Source: an optimization exercise on an open RTL-to-GDS flow (aim: small area, a short achievable clock period and few clock cycles per item). Production flows keep margins and buffers that such runs may drop.
Only simulation tests tie the RTL to the original design; equivalence was not proved.
No driver is modelled on the clock port, so clocking that relies on it looks cheaper here than on a real chip.
Power figures rest on the tool's default switching activity, not on a simulated workload.

==> inputs of 08-04 <==
==> flow/design.v <==
module sobel_gx_gy#(
    parameter p_data_bits = 8
) (
    input wire i_clk,
    input wire i_rst,
    output wire busy_out,
    input wire valid_in,
    input wire [9*p_data_bits-1:0] data_in,
    output reg valid_out,
    output reg [p_data_bits-1:0] data_out_gx,
    output reg [p_data_bits-1:0] data_out_gy
);
wire [7:0] a00 = data_in[71:64];
wire [7:0] a10 = data_in[63:56];
wire [7:0] a20 = data_in[55:48];
wire [7:0] a01 = data_in[47:40];
wire [7:0] a21 = data_in[31:24];
wire [7:0] a02 = data_in[23:16];
wire [7:0] a12 = data_in[15:8];
wire [7:0] a22 = data_in[7:0];
assign busy_out = 1'b0;
reg [8:0] e_r, f_r, g_r, h_r;
reg       valid_r;
always @(posedge i_clk) begin
    e_r     <= a00 + {1'b0, ~a22};
    f_r     <= a02 + {1'b0, ~a20};
    g_r     <= a01 + {1'b0, ~a21};
    h_r     <= a10 + {1'b0, ~a12};
    valid_r <= valid_in & ~i_rst;
end
wire [10:0] sx = e_r + f_r + {g_r, 1'b0};
wire [10:0] sy = e_r + {2'b00, ~f_r} + {h_r, 1'b0} - 11'd1;
always @(posedge i_clk) begin
    valid_out   <= valid_r & ~i_rst;
    data_out_gx <= sx[10:3];
    data_out_gy <= sy[10:3];
end
endmodule
==> flow/run.sh <==
#!/bin/bash
# synth_recipe.tcl (not shown) runs the flow's synth.tcl, then flattens the netlist and writes it again
# the make line also repeats each setting of config.mk as NAME=value (left out here)
make -C /OpenROAD-flow-scripts/flow DESIGN_CONFIG=/design/flow/config.mk WORK_HOME=/design/flow/orfs CLKGATE_MAP_FILE= SYNTH_SCRIPT=/design/flow/synth_recipe.tcl finish
==> flow/config.mk <==
export PLATFORM = sky130hd
export DESIGN_NAME = sobel_gx_gy
export DESIGN_NICKNAME = sobel_gx_gy
export VERILOG_FILES = /design/flow/design.v
export SDC_FILE = /design/flow/constraint.sdc
export NUM_CORES = 4
export LEC_CHECK = 0
export CAP_MARGIN = 20
export CORE_MARGIN = 2
export CORE_UTILIZATION = 40
export SETUP_SLACK_MARGIN = 2.4
export SLEW_MARGIN = 20
==> flow/constraint.sdc <==
create_clock -name core_clock -period 4.2 [get_ports {i_clk}]
set_input_delay 0.8400 -clock core_clock [delete_from_list [all_inputs] [get_ports {i_clk}]]
set_output_delay 0.8400 -clock core_clock [all_outputs]
set_load 0.01 [all_outputs]
==> inputs of 11-10, as changes to 08-04 <==
==> flow/flow/run.sh (new file) <==
#!/bin/bash
# Standard ORFS layout, except that the port buffers are plain buf_1 cells
# instead of the resizer's default pick (a 10 um2 delay buffer).
set -euo pipefail
export BUFFER_PORTS_ARGS="-buffer_cell sky130_fd_sc_hd__buf_1"
bash standard.sh finish > orfs_flow.log 2>&1
==> flow/standard.sh (new file) <==
#!/bin/bash
# synth_recipe.tcl (not shown) runs the flow's synth.tcl, then flattens the netlist and writes it again
# the make line also repeats each setting of config.mk as NAME=value (left out here)
make -C /OpenROAD-flow-scripts/flow DESIGN_CONFIG=/design/flow/config.mk WORK_HOME=/design/flow/orfs CLKGATE_MAP_FILE= SYNTH_SCRIPT=/design/flow/synth_recipe.tcl "${@:-finish}"
- ABC_AREA: default -> 1
- SETUP_SLACK_MARGIN: 2.4 -> default
removed: flow/run.sh
==> inputs of 04-20, as changes to 08-04 <==
- SETUP_SLACK_MARGIN: 2.4 -> default
==> summary of the runs <==
Against 11-10, the cell count of 08-04 is lower by 3.0%. Synthesized cell count is the same in 08-04 and 04-20. Clock power, lowest first: 04-20, 11-10, 08-04. Combinational power, lowest first: 11-10, 04-20, 08-04. Between 11-10 and 08-04, the lower first-iteration DRC count is in 08-04 (gap about 64%, measured against 08-04). Against 08-04, the register-to-register slack of 04-20 is lower by 0.15 ns.
Testbench counts of 08-04, summed over its fixed seeds: cycles 3,216, items 3,200.
Testbench counts of 11-10, summed over its fixed seeds: cycles 3,216, items 3,200.
Testbench counts of 04-20, summed over its fixed seeds: cycles 3,216, items 3,200.

========
==> v14 <==
RTL: the design.v shown in full above, as it stands there.
Settings: LEC_CHECK=0, CAP_MARGIN=20, CORE_MARGIN=2, CORE_UTILIZATION=40, SLEW_MARGIN=20; clock period 4.2 ns.
standard.sh (not shown) runs the stock make flow with config.mk's settings and CLKGATE_MAP_FILE= SYNTH_SCRIPT=/design/flow/synth_recipe.tcl, a recipe that flattens the netlist after the stock synthesis.
==> flow/flow/run.sh <==
#!/bin/bash
# Standard ORFS layout, except that the port buffers are plain buf_1 cells
# instead of the resizer's default pick (a 10 um2 delay buffer).
set -euo pipefail
export BUFFER_PORTS_ARGS="-buffer_cell sky130_fd_sc_hd__buf_1"
bash standard.sh finish > orfs_flow.log 2>&1
==> v33 (differences from v14) <==
==> flow/design.v, changed modules only <==
module sobel_gx_gy#(
    parameter p_data_bits = 8
) (
    input wire i_clk,
    input wire i_rst,
    output wire busy_out,
    input wire valid_in,
    input wire [9*p_data_bits-1:0] data_in,
    output reg valid_out,
    output reg [p_data_bits-1:0] data_out_gx,
    output reg [p_data_bits-1:0] data_out_gy
);
wire [7:0] a00 = data_in[71:64];
wire [7:0] a10 = data_in[63:56];
wire [7:0] a20 = data_in[55:48];
wire [7:0] a01 = data_in[47:40];
wire [7:0] a21 = data_in[31:24];
wire [7:0] a02 = data_in[23:16];
wire [7:0] a12 = data_in[15:8];
wire [7:0] a22 = data_in[7:0];
wire [10:0] sx = a00 + a02 + {3'b000, ~a20} + {3'b000, ~a22} + {2'b00, a01, 1'b0} + {2'b00, ~a21, 1'b0};
wire [10:0] sy = a00 + a20 + {3'b000, ~a02} + {3'b000, ~a22} + {2'b00, a10, 1'b0} + {2'b00, ~a12, 1'b0};
assign busy_out = 1'b0;
always @(posedge i_clk) begin
    valid_out   <= valid_in & ~i_rst;
    data_out_gx <= sx[10:3];
    data_out_gy <= sy[10:3];
end
endmodule
==> flow/run.sh (new file) <==
#!/bin/bash
# synth_recipe.tcl (not shown) runs the flow's synth.tcl, then flattens the netlist and writes it again
# the make line also repeats each setting of config.mk as NAME=value (left out here)
make -C /OpenROAD-flow-scripts/flow DESIGN_CONFIG=/design/flow/config.mk WORK_HOME=/design/flow/orfs CLKGATE_MAP_FILE= SYNTH_SCRIPT=/design/flow/synth_recipe.tcl finish
removed: flow/flow/run.sh
removed: flow/standard.sh
==> summary of the runs <==
Of v14 and v33, v14 has the higher synthesized cell count (gap about 23%, measured against v33). Sequential cell count: v33 is lower than v14 (37). Setup slack: v33 is lower than v14 (1400 ps). Of v14 and v33, v33 has the higher non-clock buffer count (gap 26). Between v33 and v14, the lower global-route usage is in v14 (gap 0.51 points). Against v33, the routed wire length of v14 is higher by about 30%. Power: v33 is lower than v14 (19%).
Testbench counts of v14, summed over its fixed seeds: cycles 3,216, items 3,200.
Testbench counts of v33, summed over its fixed seeds: cycles 3,208, items 3,200.

========
==> violet: inputs <==
sobel_gx_gy, a different RTL version from the one above (not shown whole).
Settings: LEC_CHECK=0, ABC_AREA=1, CAP_MARGIN=20, CORE_MARGIN=2, CORE_UTILIZATION=65, PLACE_DENSITY=0.9, SLEW_MARGIN=20; clock period 4.2 ns.
==> flow/flow/run.sh <==
#!/bin/bash
# Standard ORFS layout with these changes:
#  - Yosys's synth runs with -noabc, so its generic ABC pass does not
#    restructure the written-out carry-save adders before extract_fa maps them
#    to full-adder cells (the registers and the final ABC mapping are as in
#    the standard synthesis);
#  - clock tree synthesis adds no dummy loads;
#  - the port buffers are plain buf_1 cells instead of the resizer's default
#    pick (a 10 um2 delay buffer);
#  - after clock tree synthesis, flow/skew.tcl puts a clock buffer in front of
#    the output registers (grouped by position, at most nine a buffer), so
#    their clock arrives a little later.  This gives
#    the register-to-register paths that end there more time; the input paths
#    are untouched, and the output paths only lose slack;
#  - then flow/swap.tcl lets the resizer swap equivalent input pins (only that)
#    aiming at a period of about 1.6 ns.
# Each tool's output goes to a log file of its own in this folder.
set -euo pipefail
export BUFFER_PORTS_ARGS="-buffer_cell sky130_fd_sc_hd__buf_1"
export SYNTH_ARGS="-noabc"
# ORFS cts.tcl arguments, plus -dont_use_dummy_load (no dummy clock loads)
export CTS_ARGS="-sink_clustering_enable -repair_clock_nets -dont_use_dummy_load"
R=orfs/results/sky130hd/sobel_gx_gy/base
bash standard.sh cts > orfs_to_cts.log 2>&1
SKEW_GROUP=9 SKEW_IN=$R/4_cts.odb SKEW_OUT=$R/4_cts_skew.odb SKEW_CELL=sky130_fd_sc_hd__clkbuf_4 \
  openroad -no_init -exit flow/skew.tcl > skew.log 2>&1
SWAP_IN=$R/4_cts_skew.odb SWAP_SDC=$R/4_cts.sdc SWAP_OUT=$R/4_cts_swap.odb SWAP_MARGIN=2.6 \
  openroad -no_init -exit flow/swap.tcl > swap.log 2>&1
mv -f $R/4_cts_swap.odb $R/4_cts.odb
rm -f $R/4_cts_skew.odb
bash standard.sh finish > orfs_finish.log 2>&1
==> flow/flow/skew.tcl <==
# Delay the clock of the output registers (data_out_*, valid_out): the
# registers are split by position into groups of at most SKEW_GROUP, and each
# group gets one SKEW_CELL clock buffer, fed from the leaf clock net that
# most of the group was on.  These registers end the pipeline's internal
# register-to-register paths; the later clock gives those paths more time and
# leaves the input paths alone.
set odb_in  $::env(SKEW_IN)
set odb_out $::env(SKEW_OUT)
set gmax    $::env(SKEW_GROUP)
read_db $odb_in
set db [ord::get_db]
set block [ord::get_db_block]
set master [$db findMaster $::env(SKEW_CELL)]
set its {}
foreach inst [$block getInsts] {
  set n [$inst getName]
  if {[string match {data_out_g*} $n] || [string match {valid_out*} $n]} {
    set it [$inst findITerm CLK]
    if {$it eq "NULL" || $it eq ""} { continue }
    lappend its $it
  }
}
proc pos {it} {
  set bb [[$it getInst] getBBox]
  return [list [expr {([$bb xMin] + [$bb xMax]) / 2.0}] [expr {([$bb yMin] + [$bb yMax]) / 2.0}]]
}
# k-means on the register positions, k = ceil(n / gmax), seeded along x
set n [llength $its]
set k [expr {($n + $gmax - 1) / $gmax}]
set sorted [lsort -real -index 1 [lmap it $its {list $it {*}[pos $it]}]]
set cent {}
for {set i 0} {$i < $k} {incr i} {
  set e [lindex $sorted [expr {int(($i + 0.5) * $n / $k)}]]
  lappend cent [list [lindex $e 1] [lindex $e 2]]
}
for {set iter 0} {$iter < 20} {incr iter} {
  # balanced assignment: nearest centre that still has room
  set cnt [lrepeat $k 0]
  set asg [dict create]
  set pairs {}
  foreach e $sorted {
    for {set c 0} {$c < $k} {incr c} {
      set d [expr {hypot([lindex $e 1] - [lindex $cent $c 0], [lindex $e 2] - [lindex $cent $c 1])}]
      lappend pairs [list $d [lindex $e 0] $c]
    }
  }
  foreach p [lsort -real -index 0 $pairs] {
    lassign $p d it c
    if {[dict exists $asg $it]} { continue }
    if {[lindex $cnt $c] >= $gmax} { continue }
    dict set asg $it $c
    lset cnt $c [expr {[lindex $cnt $c] + 1}]
  }
  set new {}
  for {set c 0} {$c < $k} {incr c} {
    set sx 0.0; set sy 0.0; set m 0
    dict for {it cc} $asg { if {$cc == $c} { lassign [pos $it] x y; set sx [expr {$sx + $x}]; set sy [expr {$sy + $y}]; incr m } }
    if {$m > 0} { lappend new [list [expr {$sx / $m}] [expr {$sy / $m}]] } else { lappend new [lindex $cent $c] }
  }
  set cent $new
}
for {set c 0} {$c < $k} {incr c} {
  set members {}
  set nets [dict create]
  dict for {it cc} $asg { if {$cc == $c} { lappend members $it; dict incr nets [[$it getNet] getName] } }
  if {[llength $members] == 0} { continue }
  set src ""; set best 0
  dict for {nm v} $nets { if {$v > $best} { set best $v; set src $nm } }
  set net [$block findNet $src]
  set nn [odb::dbNet_create $block "skewnet_$c"]
  $nn setSigType CLOCK
  set buf [odb::dbInst_create $block $master "skewbuf_$c"]
  foreach it $members { $it disconnect; $it connect $nn }
  lassign [lindex $cent $c] cx cy
  $buf setLocation [expr {int($cx)}] [expr {int($cy)}]
  $buf setPlacementStatus PLACED
  [$buf findITerm A] connect $net
  [$buf findITerm X] connect $nn
  puts "skew: skewbuf_$c ([$master getName]) on $src drives [llength $members] output registers"
}
detailed_placement
check_placement
write_db $odb_out
Other scripts of this flow, unchanged in this note and not shown: flow/flow/swap.tcl
==> inputs of willow, as changes to violet <==
Settings changed: CORE_UTILIZATION 65 to 55.
==> inputs of harbor, as changes to violet <==
--- a/flow/flow/run.sh
+++ b/flow/flow/run.sh
@@ -9,11 +9,10 @@
 #    pick (a 10 um2 delay buffer);
 #  - after clock tree synthesis, flow/skew.tcl puts a clock buffer in front of
-#    the output registers (grouped by position, at most nine a buffer), so
-#    their clock arrives a little later.  This gives
+#    the output registers (clkbuf_1, _2 or _4 by load), so their clock arrives
+#    a little later.  This gives
 #    the register-to-register paths that end there more time; the input paths
 #    are untouched, and the output paths only lose slack;
 #  - then flow/swap.tcl lets the resizer swap equivalent input pins (only that)
 #    aiming at a period of about 1.6 ns.
-# Each tool's output goes to a log file of its own in this folder.
 set -euo pipefail
 export BUFFER_PORTS_ARGS="-buffer_cell sky130_fd_sc_hd__buf_1"
@@ -23,5 +22,5 @@
 R=orfs/results/sky130hd/sobel_gx_gy/base
 bash standard.sh cts > orfs_to_cts.log 2>&1
-SKEW_GROUP=9 SKEW_IN=$R/4_cts.odb SKEW_OUT=$R/4_cts_skew.odb SKEW_CELL=sky130_fd_sc_hd__clkbuf_4 \
+SKEW_SMALL=1 SKEW_IN=$R/4_cts.odb SKEW_OUT=$R/4_cts_skew.odb SKEW_CELL=sky130_fd_sc_hd__clkbuf_4 \
   openroad -no_init -exit flow/skew.tcl > skew.log 2>&1
 SWAP_IN=$R/4_cts_skew.odb SWAP_SDC=$R/4_cts.sdc SWAP_OUT=$R/4_cts_swap.odb SWAP_MARGIN=2.6 \
==> flow/flow/skew.tcl (replaced) <==
# Delay the clock of the output registers (data_out_*, valid_out) by putting
# one clock buffer between each leaf clock net and the output registers on it.
# These registers end the pipeline's internal register-to-register paths; the
# later clock gives those paths more time and leaves the input paths alone.
set odb_in  $::env(SKEW_IN)
set odb_out $::env(SKEW_OUT)
set cell    $::env(SKEW_CELL)
read_db $odb_in
set db [ord::get_db]
set block [ord::get_db_block]
set master [$db findMaster $cell]
set groups [dict create]
foreach inst [$block getInsts] {
  set n [$inst getName]
  if {[string match {data_out_g*} $n] || [string match {valid_out*} $n]} {
    set it [$inst findITerm CLK]
    if {$it eq "NULL" || $it eq ""} { continue }
    set net [$it getNet]
    dict lappend groups [$net getName] $it
  }
}
set k 0
if {[info exists ::env(SKEW_SINGLE)]} {
  # one buffer for all output registers, fed from the leaf net that has most of them
  set best ""; set bn 0; set all {}
  dict for {netname iterms} $groups {
    set all [concat $all $iterms]
    if {[llength $iterms] > $bn} { set bn [llength $iterms]; set best $netname }
  }
  set groups [dict create $best $all]
}
dict for {netname iterms} $groups {
  set net [$block findNet $netname]
  set nn [odb::dbNet_create $block "skewnet_$k"]
  $nn setSigType CLOCK
  set cnt [llength $iterms]
  set m $master
  if {[info exists ::env(SKEW_SMALL)]} {
    # smaller buffers for the small groups
    if {$cnt <= 2} { set m [$db findMaster sky130_fd_sc_hd__clkbuf_1] } elseif {$cnt <= 5} { set m [$db findMaster sky130_fd_sc_hd__clkbuf_2] }
  }
  set buf [odb::dbInst_create $block $m "skewbuf_$k"]
  # place at the centroid of the sinks
  set sx 0; set sy 0
  foreach it $iterms {
    set inst [$it getInst]
    set bb [$inst getBBox]
    set sx [expr {$sx + [$bb xMin]}]; set sy [expr {$sy + [$bb yMin]}]
    $it disconnect
    $it connect $nn
  }
  set cnt [llength $iterms]
  $buf setLocation [expr {$sx / $cnt}] [expr {$sy / $cnt}]
  $buf setPlacementStatus PLACED
  [$buf findITerm A] connect $net
  [$buf findITerm X] connect $nn
  puts "skew: buffer skewbuf_$k on $netname drives $cnt output registers"
  incr k
}
detailed_placement
check_placement
write_db $odb_out
Settings changed: CORE_UTILIZATION 65 to 55, PLACE_DENSITY 0.9 to unset.
==> qor summary <==
Detailed-route wire length: violet 5680 um; harbor 5390 um; willow 5980 um
Non-clock buffer share: violet 0.0847; harbor 0.0869; willow 0.0846
Switching share of total power: violet 0.379; harbor 0.373; willow 0.382
Detailed placer's ending HPWL: violet 4920 um; harbor 4710 um; willow 5160 um
Setup slack after placement: violet 2.07 ns; harbor 2.03 ns; willow 2.06 ns
Power of the clock network: violet 416 uW; harbor 427 uW; willow 421 uW
Crit path largest cell delay: violet 0.47 ns; harbor 0.46 ns; willow 0.46 ns
Final cell count without fillers: violet 440; harbor 448; willow 445
Maximum number of pins on one net before global-route repair: violet 10; harbor 10; willow 11
Run status: violet timing/DRC/antenna clean; harbor timing/DRC/antenna clean; willow timing/DRC/antenna clean
Fin crit share: violet 0.435; harbor 0.433; willow 0.435
Maximum clock skew at final layout: violet 0.184 ns; harbor 0.159 ns; willow 0.180 ns
Sum of met3 wire segment lengths after detailed routing: violet 463 um; harbor 622 um; willow 595 um
Fraction of power consumed by sequential logic: violet 0.376; harbor 0.375; willow 0.373
Cell Int Power: violet 1.45 mW; harbor 1.46 mW; willow 1.45 mW
Share of final layout cell area taken by clock buffers and inverters: violet 0.0321; harbor 0.0320; willow 0.0321
Data arrival time of the worst path: violet 2.21 ns; harbor 2.16 ns; willow 2.20 ns
Instance area after placement: violet 3720 um^2; harbor 3720 um^2; willow 3720 um^2
Clk slew on worst S/H paths: violet 0.10 ns; harbor 0.07 ns; willow 0.09 ns
Reported leakage power: violet 1.81 nW; harbor 1.82 nW; willow 1.81 nW
Clock latency at the later pin of the worst-skew pair: violet 0.49 ns; harbor 0.47 ns; willow 0.49 ns
Share of the final layout cell area in multi-input gates: violet 0.469; harbor 0.467; willow 0.469
Sw Pwr: violet 885 uW; harbor 867 uW; willow 897 uW
Cell row count: violet 26; harbor 28; willow 28
Sequential portion of the cell area: violet 0.338; harbor 0.336; willow 0.337
Testbench counts of violet, summed over its fixed seeds: cycles 3,216, items 3,200.
Testbench counts of willow, summed over its fixed seeds: cycles 3,216, items 3,200.
Testbench counts of harbor, summed over its fixed seeds: cycles 3,216, items 3,200.

==> afterwards: timing with drivers on the ports <==
In the flow no input, the clock included, has a driving cell. The finished layouts below were timed again as built, in two steps.
Step 1 assumes that a clkbuf_16 drives the clock port and a buf_2 every other input.
Step 2 adds t to the input delays and takes it off the output delays; t is the mean of the earliest and latest rising clock arrival at the registers after step 1. Input paths then give back, and output paths get back, about the clock's delay inside the block.
Three values: no drivers, after step 1, after step 2; two values: the first two.
run	t, ns	setup WS [ns]	slew at the worst register clock pin (ns)
08-04	0.323	1.664 / 1.664 / 1.664	0.10 / 0.10
11-10	0.340	1.773 / 1.773 / 1.773	0.10 / 0.10
04-20	0.333	1.476 / 1.486 / 1.153	0.10 / 0.10
v14	0.322	1.517 / 1.517 / 1.517	0.09 / 0.09
v33	0.273	0.095 / 0.087 / -0.186	0.07 / 0.07
violet	0.430	2.373 / 2.355 / 2.017	0.10 / 0.10
willow	0.418	2.374 / 2.374 / 2.010	0.09 / 0.09
harbor	0.421	2.382 / 2.382 / 2.005	0.08 / 0.08
Met with ideal ports but missed after step 2: setup timing in v33. The setup slack of harbor, which loses most, moves by 0.000 ns with the drivers and by -0.377 ns with both steps.
